What follows belongs to an exercise in optimizing a design on an open flow for small area and a short achievable clock period; a production flow would make more cautious choices.
RTL that was checked went through simulation tests only; none was proved equivalent to the original.
Power is estimated from default activity; no workload was simulated.

==> flow/design.v <==
module SPI_RAM (din, dout ,rx_valid, tx_valid , clk, rst_n);
parameter MEM_DEPTH=256;
parameter ADDR_SIZE=8;
input clk, rst_n, rx_valid;
input [9:0] din;
output  reg tx_valid;
output reg [ADDR_SIZE-1:0] dout;
reg [2:0] ra_j;     
reg [3:0] ra_hi;    
reg [7:0] ra_lo;    
reg [7:0] rdbuf;    
reg       pend;     
reg [3:0] ph;       
reg       slot;     
wire       cmd  = rst_n & rx_valid;
wire       land = pend & slot;
wire [7:0] s7 [0:31];
reg  [7:0] grp [0:3];
reg  [7:0] tap;
genvar g;
generate
  for (g = 0; g < 32; g = g + 1) begin : rg
    reg [63:0] s;
    wire we = land & ra_hi[g / 8] & ra_lo[g % 8];
    always @(posedge clk)
      s <= {s[55:0], we ? (rdbuf ^ {8{ph[3]}}) : ~s[63:56]};
    assign s7[g] = s[63:56];
  end
endgenerate
integer h, l;
always @(*) begin
  for (h = 0; h < 4; h = h + 1) begin
    grp[h] = 8'd0;
    for (l = 0; l < 8; l = l + 1)
      grp[h] = grp[h] | ({8{ra_lo[l]}} & s7[h*8 + l]);
  end
  tap = 8'd0;
  for (h = 0; h < 4; h = h + 1)
    tap = tap | ({8{ra_hi[h]}} & grp[h]);
end
always @(posedge clk) begin
  ph     <= ph + 4'd1;
  slot   <= (ph[2:0] + 3'd1) == ra_j;
end
always @(posedge clk) begin
  if (cmd && ~din[8]) begin
    ra_j  <= din[2:0];
    ra_hi <= 4'b1 << din[7:6];
    ra_lo <= 8'b1 << din[5:3];
  end
end
always @(posedge clk) begin
  if (cmd && din[9:8] == 2'b01) begin
    rdbuf <= din[7:0];
    pend  <= 1'b1;
  end
  else if (slot) begin
    if (pend)
      pend <= 1'b0;
    else
      rdbuf <= tap ^ {8{~ph[3]}};
  end
end
always @(posedge clk or negedge rst_n) begin
	if (~rst_n) begin
		dout<=0;
		tx_valid<=0;
	end
	else if (rx_valid) begin
		if (din[9:8] == 2'b11) begin
		    dout<= rdbuf;
		    tx_valid<=1;
		end
	end
end
endmodule
module SPI_SLAVE (MOSI,MISO,SS_n,clk,rst_n,rx_data,rx_valid, tx_data, tx_valid);
input MOSI,SS_n,clk,rst_n,tx_valid;
input [7:0] tx_data;
output reg MISO;
output reg rx_valid;
output reg [9:0] rx_data; 
localparam [2:0] IDLE=3'd0, CHK_CMD=3'd1, WRITE=3'd2, READ_ADD=3'd3, READ_DATA=3'd4;
reg [2:0] cs,ns;
reg rd_flag;  
reg [3:0] state_countout;
reg[3:0] MISO_CountOut;
wire counter_enable;  
wire counter_done;  
reg MISO_CountEn; 
wire MISO_CountDone;
always@(posedge clk or negedge rst_n) begin
  if(~rst_n) begin
    cs<= IDLE;
  end
  else begin
    cs<=ns;
  end
end  
always@(*) begin
  case(cs)
  IDLE: begin 
    if(~SS_n) 
      ns=CHK_CMD;
    else 
      ns=IDLE;
  end
  CHK_CMD:
    if(~SS_n) begin
      if(MOSI && ~rd_flag) begin
         ns=READ_ADD;
        end
        else if(MOSI && rd_flag) begin
         ns=READ_DATA;
        end
        else begin
         ns=WRITE;
        end
    end
    else begin
      ns=IDLE;
    end
  READ_DATA:
    if(SS_n) begin
      ns=IDLE;
    end
    else begin
      ns=READ_DATA;
    end
  READ_ADD:
    if(SS_n) begin
      ns=IDLE;
    end
    else begin
      ns=READ_ADD;
    end
  WRITE:
     if(SS_n) begin
      ns=IDLE;
    end
    else begin
      ns=WRITE;
    end
default:begin 
  ns=IDLE;
end
    endcase
end
always@ (posedge clk or negedge  rst_n) begin
  if(!rst_n) begin
    rd_flag<=0;
  end
  else begin
    if(cs!=IDLE) begin
      if(cs==READ_ADD && counter_done) begin
        rd_flag<=1;
      end
      else if (cs==READ_DATA && counter_done && MISO_CountDone)begin
        rd_flag<=0;
      end
    end
  end
end
always@ (posedge clk) begin
  if(cs==IDLE) begin
    MISO<=0; 
    rx_data<=0;
  end
  else begin
  if(counter_enable) begin
    rx_data<={MOSI,rx_data[9:1]};
  end
  if(MISO_CountEn&&(cs==READ_DATA)) begin
    MISO<= tx_data[MISO_CountOut];
  end
end
end
always@(posedge clk or negedge rst_n) begin
  if(~rst_n) begin
    state_countout<=0;
    MISO_CountOut<=7;  
    MISO_CountEn<=0;
  end
  else begin
    if(cs==IDLE)begin
      state_countout<=0;
      MISO_CountOut<=7;
      MISO_CountEn<=0;
    end
    else if(counter_enable) begin
      state_countout<=state_countout+1;
    end
    if(counter_done) begin
      state_countout<=0;
      MISO_CountOut<=7;  
    end
    if(counter_done&&cs==READ_DATA)begin
    MISO_CountEn<=1;
    end
    if(MISO_CountEn) begin
      MISO_CountOut<=MISO_CountOut-1;
    end
    if (MISO_CountDone) begin
      MISO_CountOut<=7;
      MISO_CountEn<=0;
    end
  end  
end
assign counter_enable=(cs != IDLE && cs!=CHK_CMD && ~counter_done && ~MISO_CountEn)?1:0;
assign counter_done = (state_countout==4'b1010)?1:0;
assign MISO_CountDone = (MISO_CountOut== 0)?1:0;
always @(posedge clk ) begin
  if(counter_done)begin
    rx_valid<=1;
  end
  else begin
    rx_valid<=0;
  end
end
endmodule
module SPI_Wrapper(MISO, MOSI, SS_n, rst_n, clk);
input MOSI, SS_n, clk, rst_n;
output MISO;
wire [9:0] rxdata;
wire [7:0] txdata;
wire rx_valid,tx_valid;
SPI_RAM #(256,8) R (rxdata, txdata, rx_valid, tx_valid , clk, rst_n);
SPI_SLAVE  S (MOSI,MISO,SS_n,clk,rst_n,rxdata,rx_valid, txdata, tx_valid);
endmodule
==> flow/config.mk <==
export PLATFORM = sky130hd
export DESIGN_NAME = SPI_Wrapper
export DESIGN_NICKNAME = SPI_Wrapper
export VERILOG_FILES = /design/flow/design.v
export SDC_FILE = /design/flow/constraint.sdc
export NUM_CORES = 4
export LEC_CHECK = 0
export ABC_AREA = 1
export CAP_MARGIN = 20
export CORE_MARGIN = 2
export CORE_UTILIZATION = 75
export CTS_BUF_LIST = sky130_fd_sc_hd__clkbuf_16
export CTS_CLUSTER_DIAMETER = 70
export CTS_CLUSTER_SIZE = 32
export SETUP_SLACK_MARGIN = 2.2
export SLEW_MARGIN = 20
==> flow/constraint.sdc <==
create_clock -name core_clock -period 4.0 [get_ports {clk}]
set_input_delay 0.8000 -clock core_clock [delete_from_list [all_inputs] [get_ports {clk}]]
set_output_delay 0.8000 -clock core_clock [all_outputs]
set_load 0.01 [all_outputs]
run.sh (not shown) runs the stock make flow with config.mk's settings and CLKGATE_MAP_FILE= SYNTH_SCRIPT=/design/flow/synth_recipe.tcl, a recipe that flattens the netlist after the stock synthesis.
Edit:
--- a/flow/design.v
+++ b/flow/design.v
@@ -8,41 +8,43 @@
 reg [2:0] ra_j;     
 reg [3:0] ra_hi;    
 reg [7:0] ra_lo;    
 reg [7:0] rdbuf;    
 reg       pend;     
-reg [3:0] ph;       
+reg [2:0] ph;       
 reg       slot;     
+reg [7:0] tapreg;   
 wire       cmd  = rst_n & rx_valid;
 wire       land = pend & slot;
-wire [7:0] s7 [0:31];
+wire [7:0] s6 [0:31];
 reg  [7:0] grp [0:3];
-reg  [7:0] tap;
+reg  [7:0] tap6;
 genvar g;
 generate
   for (g = 0; g < 32; g = g + 1) begin : rg
     reg [63:0] s;
     wire we = land & ra_hi[g / 8] & ra_lo[g % 8];
     always @(posedge clk)
-      s <= {s[55:0], we ? (rdbuf ^ {8{ph[3]}}) : ~s[63:56]};
-    assign s7[g] = s[63:56];
+      s <= {s[55:0], we ? rdbuf : s[63:56]};
+    assign s6[g] = s[55:48];
   end
 endgenerate
 integer h, l;
 always @(*) begin
   for (h = 0; h < 4; h = h + 1) begin
     grp[h] = 8'd0;
     for (l = 0; l < 8; l = l + 1)
-      grp[h] = grp[h] | ({8{ra_lo[l]}} & s7[h*8 + l]);
-  end
-  tap = 8'd0;
+      grp[h] = grp[h] | ({8{ra_lo[l]}} & s6[h*8 + l]);
+  end
+  tap6 = 8'd0;
   for (h = 0; h < 4; h = h + 1)
-    tap = tap | ({8{ra_hi[h]}} & grp[h]);
+    tap6 = tap6 | ({8{ra_hi[h]}} & grp[h]);
 end
 always @(posedge clk) begin
-  ph     <= ph + 4'd1;
-  slot   <= (ph[2:0] + 3'd1) == ra_j;
+  ph     <= ph + 3'd1;
+  slot   <= (ph + 3'd1) == ra_j;
+  tapreg <= tap6;
 end
 always @(posedge clk) begin
   if (cmd && ~din[8]) begin
     ra_j  <= din[2:0];
     ra_hi <= 4'b1 << din[7:6];
@@ -56,11 +58,11 @@
   end
   else if (slot) begin
     if (pend)
       pend <= 1'b0;
     else
-      rdbuf <= tap ^ {8{~ph[3]}};
+      rdbuf <= tapreg;
   end
 end
 always @(posedge clk or negedge rst_n) begin
 	if (~rst_n) begin
 		dout<=0;
=> The new run finished with timing, DRC and antenna clean. Final area decreases by 3.8%. Clock-buffer cell count went up by 2. Critical path depth does not change. Setup slack gets better by 41 ps. Power drops by 0.32%. Die area decreases by 0.63%. Worst hold slack is worse by 88 ps. Area after synthesis is lower by 0.64%. First-iteration DRC count is lower by 19%. Wire length is lower by 14%. Global-route usage falls by 3.7 points. Register-to-register slack improves by 120 ps.
Function not checked in the first run of this note: the RTL went through the layout flow alone.

## separate check: timing with driven ports
No port has a modelled driver above. Below, the same layouts with a new extraction and two added sets of constraints. Step 1 assumes that a clkbuf_16 drives the clock port and a buf_2 every other input. Step 2 adds t to the input delays and takes it off the output delays; t is the mean of the earliest and latest rising clock arrival at the registers after step 1. Input paths then give back, and output paths get back, about the clock's delay inside the block. Three values: no drivers, after step 1, after step 2; two values: the first two.
run | t, ns | setup WS [ns] | hold slack, ns | worst setup path at the end | worst data-port slew with drivers (ns)
the first run | 0.715 | 2.047 / 1.983 / 1.658 | 0.294 / 0.273 / 0.320 | input to register | 0.05
the second run | 0.715 | 2.088 / 2.025 / 1.674 | 0.206 / 0.163 / 0.326 | input to register | 0.03
After both steps setup and hold are still met in every run listed. The setup slack of the second run, which loses most, moves by -0.063 ns with the drivers and by -0.414 ns with both steps.
